This design comes from an exercise in tuning for small area on the open sky130 flow, not from production work.
At most, simulation tests tie the RTL to the original design; equivalence was not proved.
Power and IR drop assume default switching activity.

==> job 4732: inputs <==
Design PicosOmpSsManager, start of the top module:
module PicosOmpSsManager #(
    parameter MAX_ACCS = 16,
    parameter MAX_ACC_CREATORS = 16,
    parameter MAX_ACC_TYPES = 16,
    parameter CMDIN_SUBQUEUE_LEN = 64,
    parameter CMDOUT_SUBQUEUE_LEN = 64,
    parameter SPAWNIN_QUEUE_LEN = 1024,
    parameter SPAWNOUT_QUEUE_LEN = 1024,
    parameter LOCK_SUPPORT = 0,
    parameter ENABLE_SPAWN_QUEUES = 0,
    parameter AXILITE_INTF = 0,
    parameter ENABLE_TASK_CREATION = 0,
    parameter DBG_AVAIL_COUNT_EN = 0,
    parameter DBG_AVAIL_COUNT_W = 1,
    parameter [MAX_ACC_TYPES*8-1:0]  SCHED_COUNT = 0,
    parameter [MAX_ACC_TYPES*8-1:0]  SCHED_ACCID = 0,
    parameter [MAX_ACC_TYPES*32-1:0] SCHED_TTYPE = 0,
    parameter MAX_ARGS_PER_TASK = 15,
    parameter MAX_DEPS_PER_TASK = 8,
    parameter MAX_COPS_PER_TASK = 15,
    localparam ACC_BITS = $clog2(MAX_ACCS)
) (
    input  clk,
    input  rstn,
    input  cmdout_in_tvalid,
    output cmdout_in_tready,
    input  [ACC_BITS-1:0] cmdout_in_tid,
    input  [63:0] cmdout_in_tdata,
    output cmdin_out_tvalid,
    input  cmdin_out_tready,
    output [ACC_BITS-1:0] cmdin_out_tdest,
    output [63:0] cmdin_out_tdata,
    output cmdin_out_tlast,
    output cmdin_queue_en,
    output [7:0] cmdin_queue_we,
    output [31:0] cmdin_queue_addr,
    output [63:0] cmdin_queue_din,
    input  [63:0] cmdin_queue_dout,
    output cmdout_queue_en,
    output [7:0] cmdout_queue_we,
    output [31:0] cmdout_queue_addr,
    output [63:0] cmdout_queue_din,
    input  [63:0] cmdout_queue_dout
);
clock: 6.0 ns
lec_check: 0
cap_margin: 20
core_margin: 2
core_utilization: 40
place_density: 0.6
slew_margin: 20
standard.sh (not shown) runs the stock make flow with config.mk's settings and CLKGATE_MAP_FILE= SYNTH_SCRIPT=/design/flow/synth_recipe.tcl, a recipe that flattens the netlist after the stock synthesis.
==> flow/flow/run.sh <==
#!/bin/bash
# Standard ORFS layout, with the port buffers made of the smallest buffer cell.
set -euo pipefail
export BUFFER_PORTS_ARGS="-buffer_cell sky130_fd_sc_hd__buf_1"
bash standard.sh "BUFFER_PORTS_ARGS=$BUFFER_PORTS_ARGS" finish > standard.log 2>&1
==> inputs of job 3047, as changes to job 4732 <==
--- a/flow/design.v
+++ b/flow/design.v
@@ -247,36 +247,16 @@
         if (wait_opt) cmdin_queue_addr[3 + SUBQUEUE_BITS-1:3] = copy_opt_addr;
         cmdin_queue_en = state == ISSUE_CMD_READ || state == READ_NEXT_CMD || state == CHECK_NEXT_CMD || state == CLEAR_HEADER
                       || (state == SEND_CMD && outStream_TREADY) || (state == WAIT_COPY_OPT && (copy_opt_finished || copy_opt_en));
         cmdin_queue_we = 8'd0;
         cmdin_queue_we[7] = (state == SEND_CMD && !outStream_TLAST) || state == CLEAR_HEADER;
         cmdin_queue_we[0] = wait_opt && copy_opt_we;
         cmdin_queue_din = {56'd0, copy_opt_din};
     end
-    wire [SUBQUEUE_BITS-1:0] subq_wdata = cmd_in_idx & {SUBQUEUE_BITS{rstn}};
-    always_ff @(posedge clk) begin
-        for (int i = 0; i < MAX_ACCS; i = i+1) begin
-            if (!rstn || (state == CLEAR_HEADER && acc_id == i)) begin
-                subqueue_idx_cmd_in[i] <= subq_wdata;
-            end
-        end
-    end
-    wire front_sent_wdata = rstn && state == UPDATE_QUEUE_NEMPTY;
-    wire copy_optimized_wdata = rstn && state == WAIT_COPY_OPT;
-    always_ff @(posedge clk) begin
-        for (int i = 0; i < MAX_ACCS; i = i+1) begin
-            if (!rstn || ((state == UPDATE_QUEUE_NEMPTY || state == CLEAR_HEADER) && acc_id == i)) begin
-                front_sent[i] <= front_sent_wdata;
-            end
-            if (!rstn || ((state == WAIT_COPY_OPT || state == CLEAR_HEADER) && acc_id == i)) begin
-                copy_optimized[i] <= copy_optimized_wdata;
-            end
-        end
-    end
     wire next_valid_task = cmdin_queue_dout[ENTRY_VALID_OFFSET] && cmdin_queue_dout[0];
     always_ff @(posedge clk) begin
         copy_opt_start <= 0;
         case (state)
             IDLE: begin
                 acc_id <= acc_id + 1'b1;
                 state <= GET_QUEUE_IDX;
             end
@@ -306,16 +286,19 @@
             end
             READ_NEXT_CMD: begin
                 if (front_sent_cur) begin
                     cmd_in_idx <= first_next_idx;
                 end
                 state <= CHECK_NEXT_CMD;
             end
             CHECK_NEXT_CMD, WAIT_COPY_OPT: begin
+                if (state == WAIT_COPY_OPT) begin
+                    copy_optimized[acc_id] <= 1'b1;
+                end
                 if (state == CHECK_NEXT_CMD && !copy_optimized_cur && !setup_cmd && next_valid_task) begin
                     copy_opt_start <= 1;
                     state <= WAIT_COPY_OPT;
                 end else if (state == CHECK_NEXT_CMD || copy_opt_finished) begin
                     if (!front_sent_cur) begin
                         cmd_in_idx <= cmd_in_idx + 1'b1;
                         state <= SEND_CMD;
                     end else if (acc_avail_reg) begin
@@ -334,31 +317,40 @@
                             state <= UPDATE_QUEUE_NEMPTY;
                         end
                     end else begin
                         cmd_in_idx <= cmd_in_idx + 1'b1;
                     end
                 end
             end
             CLEAR_HEADER: begin
+                copy_optimized[acc_id] <= 1'b0;
+                front_sent[acc_id] <= 1'b0;
+                subqueue_idx_cmd_in[acc_id] <= cmd_in_idx;
                 state <= IDLE;
             end
             UPDATE_QUEUE_NEMPTY: begin
+                front_sent[acc_id] <= 1'b1;
                 acc_avail[acc_id] <= 0;
                 state <= IDLE;
             end
             default: begin
             end
         endcase
         if (acc_avail_wr) begin
             acc_avail[acc_avail_wr_address] <= 1;
         end
         if (!rstn) begin
+            for (int i = 0; i < MAX_ACCS; i = i+1) begin
+                subqueue_idx_cmd_in[i] <= 0;
+            end
             state <= IDLE;
             acc_avail <= {MAX_ACCS{1'b1}};
+            front_sent <= {MAX_ACCS{1'b0}};
+            copy_optimized <= {MAX_ACCS{1'b0}};
             acc_id <= {ACC_BITS{1'b1}};
         end
     end
 endmodule
 import OmpSsManager::*;
 module Command_Out #(
     parameter MAX_ACCS = 16,
     parameter ACC_BITS = $clog2(MAX_ACCS),
@@ -394,24 +386,16 @@
     assign cmdout_queue_addr[2:0] = 0;
     assign cmdout_queue_en = r_READ_PTID | r_CMD_OUT_WAIT | r_WRITE_TID | r_WRITE_HEADER;
     assign cmdout_queue_we = {8{r_WRITE_TID | r_WRITE_HEADER}};
     assign cmdout_queue_din[63] = r_WRITE_HEADER;
     assign cmdout_queue_din[62:56] = r_WRITE_HEADER ? 7'd0 : task_id[62:56];
     assign cmdout_queue_din[55:8] = task_id[55:8];
     assign cmdout_queue_din[7:0] = r_WRITE_HEADER ? 8'h03 : task_id[7:0];
     assign inStream_TREADY = r_READ_HEADER | r_READ_TID | r_READ_PTID;
-    wire [SUBQUEUE_BITS-2:0] wIdx_wdata = (wIdx + 1'b1) & {(SUBQUEUE_BITS-1){rstn}};
-    always_ff @(posedge clk) begin
-        for (int i = 0; i < MAX_ACCS; i = i+1) begin
-            if (!rstn || (r_WRITE_HEADER && acc_id == i)) begin
-                wIdx_mem[i] <= wIdx_wdata;
-            end
-        end
-    end
     always_ff @(posedge clk) begin
         acc_avail_wr <= r_READ_HEADER & inStream_TVALID;
         if (r_READ_HEADER) begin
             acc_id <= inStream_TID;
             r_READ_TID <= inStream_TVALID;
             r_READ_HEADER <= !inStream_TVALID;
         end
         if (r_READ_TID) begin
@@ -430,18 +414,22 @@
             if (!cmdout_queue_dout[ENTRY_VALID_OFFSET]) begin
                 r_WRITE_TID <= 1;
                 r_CMD_OUT_WAIT <= 0;
             end
         end
         r_WRITE_HEADER <= r_WRITE_TID;
         if (r_WRITE_HEADER) begin
             r_READ_HEADER <= 1;
+            wIdx_mem[acc_id] <= wIdx + 1'b1;
         end
         if (!rstn) begin
+            for (int i = 0; i < MAX_ACCS; i = i+1) begin
+                wIdx_mem[i] <= 0;
+            end
             r_READ_HEADER <= 1;
             r_READ_TID <= 0;
             r_READ_PTID <= 0;
             r_CMD_OUT_WAIT <= 0;
             r_WRITE_TID <= 0;
             r_WRITE_HEADER <= 0;
         end
     end
==> flow/run.sh (new file) <==
#!/bin/bash
# synth_recipe.tcl (not shown) runs the flow's synth.tcl, then flattens the netlist and writes it again
# the make line also repeats each setting of config.mk as NAME=value (left out here)
make -C /OpenROAD-flow-scripts/flow DESIGN_CONFIG=/design/flow/config.mk WORK_HOME=/design/flow/orfs CLKGATE_MAP_FILE= SYNTH_SCRIPT=/design/flow/synth_recipe.tcl finish
Settings changed: CORE_UTILIZATION 40 to 65, PLACE_DENSITY 0.6 to 0.75.
removed: flow/flow/run.sh
removed: flow/standard.sh
==> inputs of job 6407, as changes to job 4732 <==
--- a/flow/design.v
+++ b/flow/design.v
@@ -77,81 +77,82 @@
         READ_ARG_0,
         READ_ARG_1,
         READ_FLAG_0,
         READ_FLAG_1,
         WRITE_FLAG_0,
         WRITE_FLAG_1
     } State_t;
     State_t state;
-    reg [SUBQUEUE_BITS-1:0] idx;
-    reg [SUBQUEUE_BITS-1:0] cmd_next_idx;
+    reg [SUBQUEUE_BITS-1:0] val_idx;
+    reg [SUBQUEUE_BITS-1:0] nval_idx;
     reg [63:0] arg;         
     reg [1:0] flag_d;       
     wire [2:0] flag = {arg[7], arg[5], arg[4]};
     wire copyflag_bit = flag[0] & !flag_d[1] & !flag_d[0];
+    wire next_side = state == READ_ARG_1 || state == READ_FLAG_1 || state == WRITE_FLAG_1;
+    wire [SUBQUEUE_BITS-1:0] base_idx = next_side ? nval_idx : val_idx;
+    wire last_arg = val_idx + 1'b1 == first_next_idx;
     always_comb begin
         cmdin_queue_en = state != IDLE;
         cmdin_queue_we = state == WRITE_FLAG_0 || state == WRITE_FLAG_1;
-        cmdin_queue_addr = (state == READ_ARG_1 || state == READ_FLAG_1 || state == WRITE_FLAG_1) ? cmd_next_idx : idx;
+        cmdin_queue_addr = base_idx - (state != READ_ARG_0 && state != READ_ARG_1);
         cmdin_queue_din = arg[7:0];
         if (state == WRITE_FLAG_1) begin
             cmdin_queue_din[7] = !copyflag_bit & flag[0];
             cmdin_queue_din[5] = flag[1];
             cmdin_queue_din[4] = copyflag_bit;
         end else begin
             cmdin_queue_din[5] = flag[1] & !cmdin_queue_dout[5];
         end
     end
     always_ff @(posedge clk) begin
         finished <= 0;
         arg <= cmdin_queue_dout;
         flag_d <= {flag[2], flag[0]};
         case (state)
             IDLE: begin
-                idx <= first_idx + (exec_task ? 6'd4 : 6'd5);
-                cmd_next_idx <= first_next_idx + (exec_task ? 6'd4 : 6'd5);
+                val_idx <= first_idx + (exec_task ? 6'd4 : 6'd5);
+                nval_idx <= first_next_idx + (exec_task ? 6'd4 : 6'd5);
                 if (start) begin
                     if (nz_args) begin
                         state <= READ_ARG_0;
                     end else begin
                         finished <= 1;
                     end
                 end
             end
             READ_ARG_0: begin
-                idx <= idx - 1;
                 state <= READ_ARG_1;
             end
             READ_ARG_1: begin
-                cmd_next_idx <= cmd_next_idx - 1;
                 state <= READ_FLAG_0;
             end
             READ_FLAG_0: begin
                 if (arg == cmdin_queue_dout) begin
                     state <= READ_FLAG_1;
-                end else if (idx + 6'd2 == first_next_idx) begin
+                end else if (last_arg) begin
                     state <= IDLE;
                     finished <= 1;
                 end else begin
                     state <= READ_ARG_0;
-                    idx <= idx + 3;
-                    cmd_next_idx <= cmd_next_idx + 3;
+                    val_idx <= val_idx + 6'd2;
+                    nval_idx <= nval_idx + 6'd2;
                 end
             end
             READ_FLAG_1: begin
                 state <= WRITE_FLAG_0;
             end
             WRITE_FLAG_0: begin
-                idx <= idx + 3;
                 state <= WRITE_FLAG_1;
             end
             WRITE_FLAG_1: begin
-                cmd_next_idx <= cmd_next_idx + 3;
-                if (idx - 6'd1 == first_next_idx) begin
+                val_idx <= val_idx + 6'd2;
+                nval_idx <= nval_idx + 6'd2;
+                if (last_arg) begin
                     state <= IDLE;
                     finished <= 1;
                 end else begin
                     state <= READ_ARG_0;
                 end
             end
             default: begin
             end
@@ -190,30 +191,30 @@
         READ_NEXT_CMD,
         CHECK_NEXT_CMD,
         WAIT_COPY_OPT,
         SEND_CMD,
         CLEAR_HEADER,
         UPDATE_QUEUE_NEMPTY
     } State_t;
     State_t state;
-    reg [SUBQUEUE_BITS-1:0] subqueue_idx_cmd_in[MAX_ACCS];
+    localparam ENTRY_BITS = SUBQUEUE_BITS+2;
+    reg [MAX_ACCS-1:0][ENTRY_BITS-1:0] ring;
+    reg first_lap;  
     reg [MAX_ACCS-1:0] acc_avail;
-    reg [MAX_ACCS-1:0] front_sent;  
-    reg [MAX_ACCS-1:0] copy_optimized;  
     reg acc_avail_reg;
     reg [ACC_BITS-1:0] acc_id;
     reg nz_args;
     reg exec_task;   
     reg setup_cmd;   
-    reg [SUBQUEUE_BITS-1:0] first_idx;
     reg [SUBQUEUE_BITS-1:0] first_next_idx;
     reg [SUBQUEUE_BITS-1:0] cmd_in_idx;
-    wire front_sent_cur = front_sent[acc_id];
-    wire copy_optimized_cur = copy_optimized[acc_id];
+    wire [SUBQUEUE_BITS-1:0] subqueue_idx_cur = ring[0][SUBQUEUE_BITS-1:0];
+    wire front_sent_cur = ring[0][SUBQUEUE_BITS];  
+    wire copy_optimized_cur = ring[0][SUBQUEUE_BITS+1];  
     wire [5:0] cmdin_task_num_slots = (cmdin_queue_dout[3:0] == EXEC_TASK_CODE ? 6'd3 : 6'd4) + {1'b0, cmdin_queue_dout[NUM_ARGS_OFFSET+3:NUM_ARGS_OFFSET], 1'b0};
     wire [SUBQUEUE_BITS-1:0] copy_opt_addr;
     wire copy_opt_en;
     wire copy_opt_we;
     wire [7:0] copy_opt_din;
     reg copy_opt_start;
     wire copy_opt_finished;
     Command_In_copy_opt #(
@@ -224,84 +225,87 @@
         .cmdin_queue_addr(copy_opt_addr),
         .cmdin_queue_en(copy_opt_en),
         .cmdin_queue_we(copy_opt_we),
         .cmdin_queue_din(copy_opt_din),
         .cmdin_queue_dout(cmdin_queue_dout),
         .nz_args(nz_args),
         .start(copy_opt_start),
         .finished(copy_opt_finished),
-        .first_idx(first_idx),
+        .first_idx(subqueue_idx_cur),
         .first_next_idx(first_next_idx),
         .exec_task(exec_task)
     );
     assign outStream_TDEST = acc_id;
     assign outStream_TDATA = cmdin_queue_dout;
-    assign outStream_TLAST = setup_cmd ? (cmd_in_idx[0] == first_idx[0]) : (cmd_in_idx == first_next_idx);
+    assign outStream_TLAST = setup_cmd ? (cmd_in_idx[0] == subqueue_idx_cur[0]) : (cmd_in_idx == first_next_idx);
     assign outStream_TVALID = state == SEND_CMD;
     wire wait_opt = state == WAIT_COPY_OPT && !copy_opt_finished;
     always_comb begin
         cmdin_queue_addr = 32'd0;
         cmdin_queue_addr[3 + SUBQUEUE_BITS+ACC_BITS-1:3 + SUBQUEUE_BITS] = acc_id;
         cmdin_queue_addr[3 + SUBQUEUE_BITS-1:3] = cmd_in_idx;
         if (state == READ_NEXT_CMD) cmdin_queue_addr[3 + SUBQUEUE_BITS-1:3] = first_next_idx;
-        if (state == CLEAR_HEADER) cmdin_queue_addr[3 + SUBQUEUE_BITS-1:3] = first_idx;
+        if (state == CLEAR_HEADER) cmdin_queue_addr[3 + SUBQUEUE_BITS-1:3] = subqueue_idx_cur;
         if (wait_opt) cmdin_queue_addr[3 + SUBQUEUE_BITS-1:3] = copy_opt_addr;
         cmdin_queue_en = state == ISSUE_CMD_READ || state == READ_NEXT_CMD || state == CHECK_NEXT_CMD || state == CLEAR_HEADER
                       || (state == SEND_CMD && outStream_TREADY) || (state == WAIT_COPY_OPT && (copy_opt_finished || copy_opt_en));
         cmdin_queue_we = 8'd0;
         cmdin_queue_we[7] = (state == SEND_CMD && !outStream_TLAST) || state == CLEAR_HEADER;
         cmdin_queue_we[0] = wait_opt && copy_opt_we;
         cmdin_queue_din = {56'd0, copy_opt_din};
     end
-    wire [SUBQUEUE_BITS-1:0] subq_wdata = cmd_in_idx & {SUBQUEUE_BITS{rstn}};
     always_ff @(posedge clk) begin
-        for (int i = 0; i < MAX_ACCS; i = i+1) begin
-            if (!rstn || (state == CLEAR_HEADER && acc_id == i)) begin
-                subqueue_idx_cmd_in[i] <= subq_wdata;
+        if (state == IDLE) begin
+            for (int i = 1; i < MAX_ACCS-1; i = i+1) begin
+                ring[i] <= ring[i+1];
+            end
+            ring[MAX_ACCS-1] <= ring[0];
+            ring[0] <= first_lap ? {ENTRY_BITS{1'b0}} : ring[1];
+            if (acc_id == MAX_ACCS-2) begin
+                first_lap <= 1'b0;
             end
         end
-    end
-    wire front_sent_wdata = rstn && state == UPDATE_QUEUE_NEMPTY;
-    wire copy_optimized_wdata = rstn && state == WAIT_COPY_OPT;
-    always_ff @(posedge clk) begin
-        for (int i = 0; i < MAX_ACCS; i = i+1) begin
-            if (!rstn || ((state == UPDATE_QUEUE_NEMPTY || state == CLEAR_HEADER) && acc_id == i)) begin
-                front_sent[i] <= front_sent_wdata;
-            end
-            if (!rstn || ((state == WAIT_COPY_OPT || state == CLEAR_HEADER) && acc_id == i)) begin
-                copy_optimized[i] <= copy_optimized_wdata;
-            end
+        if (state == CLEAR_HEADER) begin
+            ring[0] <= {2'b00, cmd_in_idx};
+        end
+        if (state == UPDATE_QUEUE_NEMPTY) begin
+            ring[0][SUBQUEUE_BITS] <= 1'b1;
+        end
+        if (state == WAIT_COPY_OPT) begin
+            ring[0][SUBQUEUE_BITS+1] <= 1'b1;
+        end
+        if (!rstn) begin
+            first_lap <= 1'b1;
         end
     end
     wire next_valid_task = cmdin_queue_dout[ENTRY_VALID_OFFSET] && cmdin_queue_dout[0];
     always_ff @(posedge clk) begin
         copy_opt_start <= 0;
         case (state)
             IDLE: begin
                 acc_id <= acc_id + 1'b1;
                 state <= GET_QUEUE_IDX;
             end
             GET_QUEUE_IDX: begin
                 acc_avail_reg <= acc_avail[acc_id];
-                cmd_in_idx <= subqueue_idx_cmd_in[acc_id];
+                cmd_in_idx <= subqueue_idx_cur;
                 if (!acc_avail[acc_id] && (!front_sent_cur || copy_optimized_cur)) begin
                     state <= IDLE;
                 end else begin
                     state <= ISSUE_CMD_READ;
                 end
             end
             ISSUE_CMD_READ: begin
                 state <= CHECK_CMD_QUEUE;
             end
             CHECK_CMD_QUEUE: begin
                 setup_cmd <= cmdin_queue_dout[3:0] == SETUP_HW_INST_CODE;
                 exec_task <= cmdin_queue_dout[3:0] == EXEC_TASK_CODE;
                 nz_args <= cmdin_queue_dout[NUM_ARGS_OFFSET+3:NUM_ARGS_OFFSET] != 0;
-                first_idx <= cmd_in_idx;
                 first_next_idx <= cmd_in_idx + cmdin_task_num_slots;
                 if (cmdin_queue_dout[ENTRY_VALID_OFFSET]) begin
                     state <= READ_NEXT_CMD;
                 end else begin
                     state <= IDLE;
                 end
             end
             READ_NEXT_CMD: begin
==> flow/flow/run.sh (replaced) <==
#!/bin/bash
# Standard ORFS layout with four changes:
#  - synthesis maps with an area-oriented abc script (flow/synth.tcl, flow/abc_area_nf.script);
#    everything else in it is synth_recipe.tcl, so the registers are the standard synthesis's;
#  - port buffers use the smallest buffer cell (buf_1);
#  - one tie cell drives all constant outputs (no tie fan-out repair);
#  - clock tree from clkbuf_4 in small sink clusters, without dummy loads.
set -euo pipefail
here=$(pwd)
export MY_ABC_SCRIPT="$here/flow/abc_area_nf.script"
export BUFFER_PORTS_ARGS="-buffer_cell sky130_fd_sc_hd__buf_1"
export SKIP_REPAIR_TIE_FANOUT=1
export CTS_ARGS="-sink_clustering_enable -repair_clock_nets -buf_list sky130_fd_sc_hd__clkbuf_4 -sink_clustering_size 9 -sink_clustering_max_diameter 50 -dont_use_dummy_load"
bash standard.sh "SYNTH_SCRIPT=$here/flow/synth.tcl" "BUFFER_PORTS_ARGS=$BUFFER_PORTS_ARGS" SKIP_REPAIR_TIE_FANOUT=1 "CTS_ARGS=$CTS_ARGS" finish > standard.log 2>&1
==> flow/flow/abc_area_nf.script (new file) <==
&get -n
&st
&fraig -x
&st
&dch -f
&nf -a -R 1000
&put
==> flow/flow/synth.tcl (new file) <==
# The standard flow's synthesis script (synth_recipe.tcl) with one change: abc maps with
# flow/abc_area_nf.script (area-oriented mapping, no buffering or upsizing).
proc synth {args} { yosys synth -nofsm -noshare {*}$args }
proc abc {args} {
  set i [lsearch $args -script]
  if { $i >= 0 } { lset args [expr {$i + 1}] $::env(MY_ABC_SCRIPT) }
  yosys abc {*}$args
}
source $::env(SCRIPTS_DIR)/synth.tcl
# left out here: clear keep_hierarchy, flatten, clean up, hide names made inside functions, write 1_2_yosys.v
==> results.txt <==
- In job 6407 the sequential share of layout area is higher than in job 4732, by 10 points.
- Synthesized cell count, lowest first: job 6407, job 4732, job 3047.
- Of job 6407 and job 4732, job 4732 has the higher maximum frequency (gap about 8%, measured against job 4732).
- Die area, highest first: job 4732, job 6407, job 3047.
- First-iteration DRC count: job 6407 < job 4732 < job 3047.
- Flip-flop and latch count: job 6407 < job 4732 < job 3047.
- In critical path depth, job 3047 and job 6407 do not differ.
- Clock power, lowest first: job 6407, job 3047, job 4732.
- The highest cell area belongs to job 3047, the lowest to job 6407.
- Between job 6407 and job 4732, the lower non-clock buffer count is in job 6407 (gap 10).
- Combinational power, highest first: job 6407, job 4732, job 3047.
Only the layout flow was run in job 4732 and job 6407; the RTL was not checked for function there.

==> re-timing with driven ports <==
No port has a modelled driver above. Below, the same layouts with a new extraction and two added sets of constraints. Step 1 (the two cells are an assumption about what drives the block):
set clk [get_ports {clk}]
set_driving_cell -lib_cell sky130_fd_sc_hd__clkbuf_16 $clk
set_driving_cell -lib_cell sky130_fd_sc_hd__buf_2 [delete_from_list [all_inputs] $clk]
Step 2 moves the port delays by t, midway between the first and last clock arrival at a register: inputs arrive t later, outputs are due t later. That takes back most of the time a late clock gives input paths. Slacks: ideal / step 1 / step 2; pairs: ideal / step 1.
run	t, ns	setup WS [ns]	latest minus earliest clock arrival (ns)	worst data-port slew with drivers (ns)	cell pins on the clock port's net
job 4732	0.625	1.493 / 1.436 / 1.837	0.022 / 0.023	0.09	1
job 3047	0.595	1.340 / 1.287 / 1.311	0.025 / 0.025	0.10	1
job 6407	0.797	1.100 / 1.046 / 1.844	0.093 / 0.093	0.12	1
After both steps every run listed still meets setup and hold. The setup slack of job 3047, which loses most, moves by -0.053 ns with the drivers and by -0.029 ns with both steps.
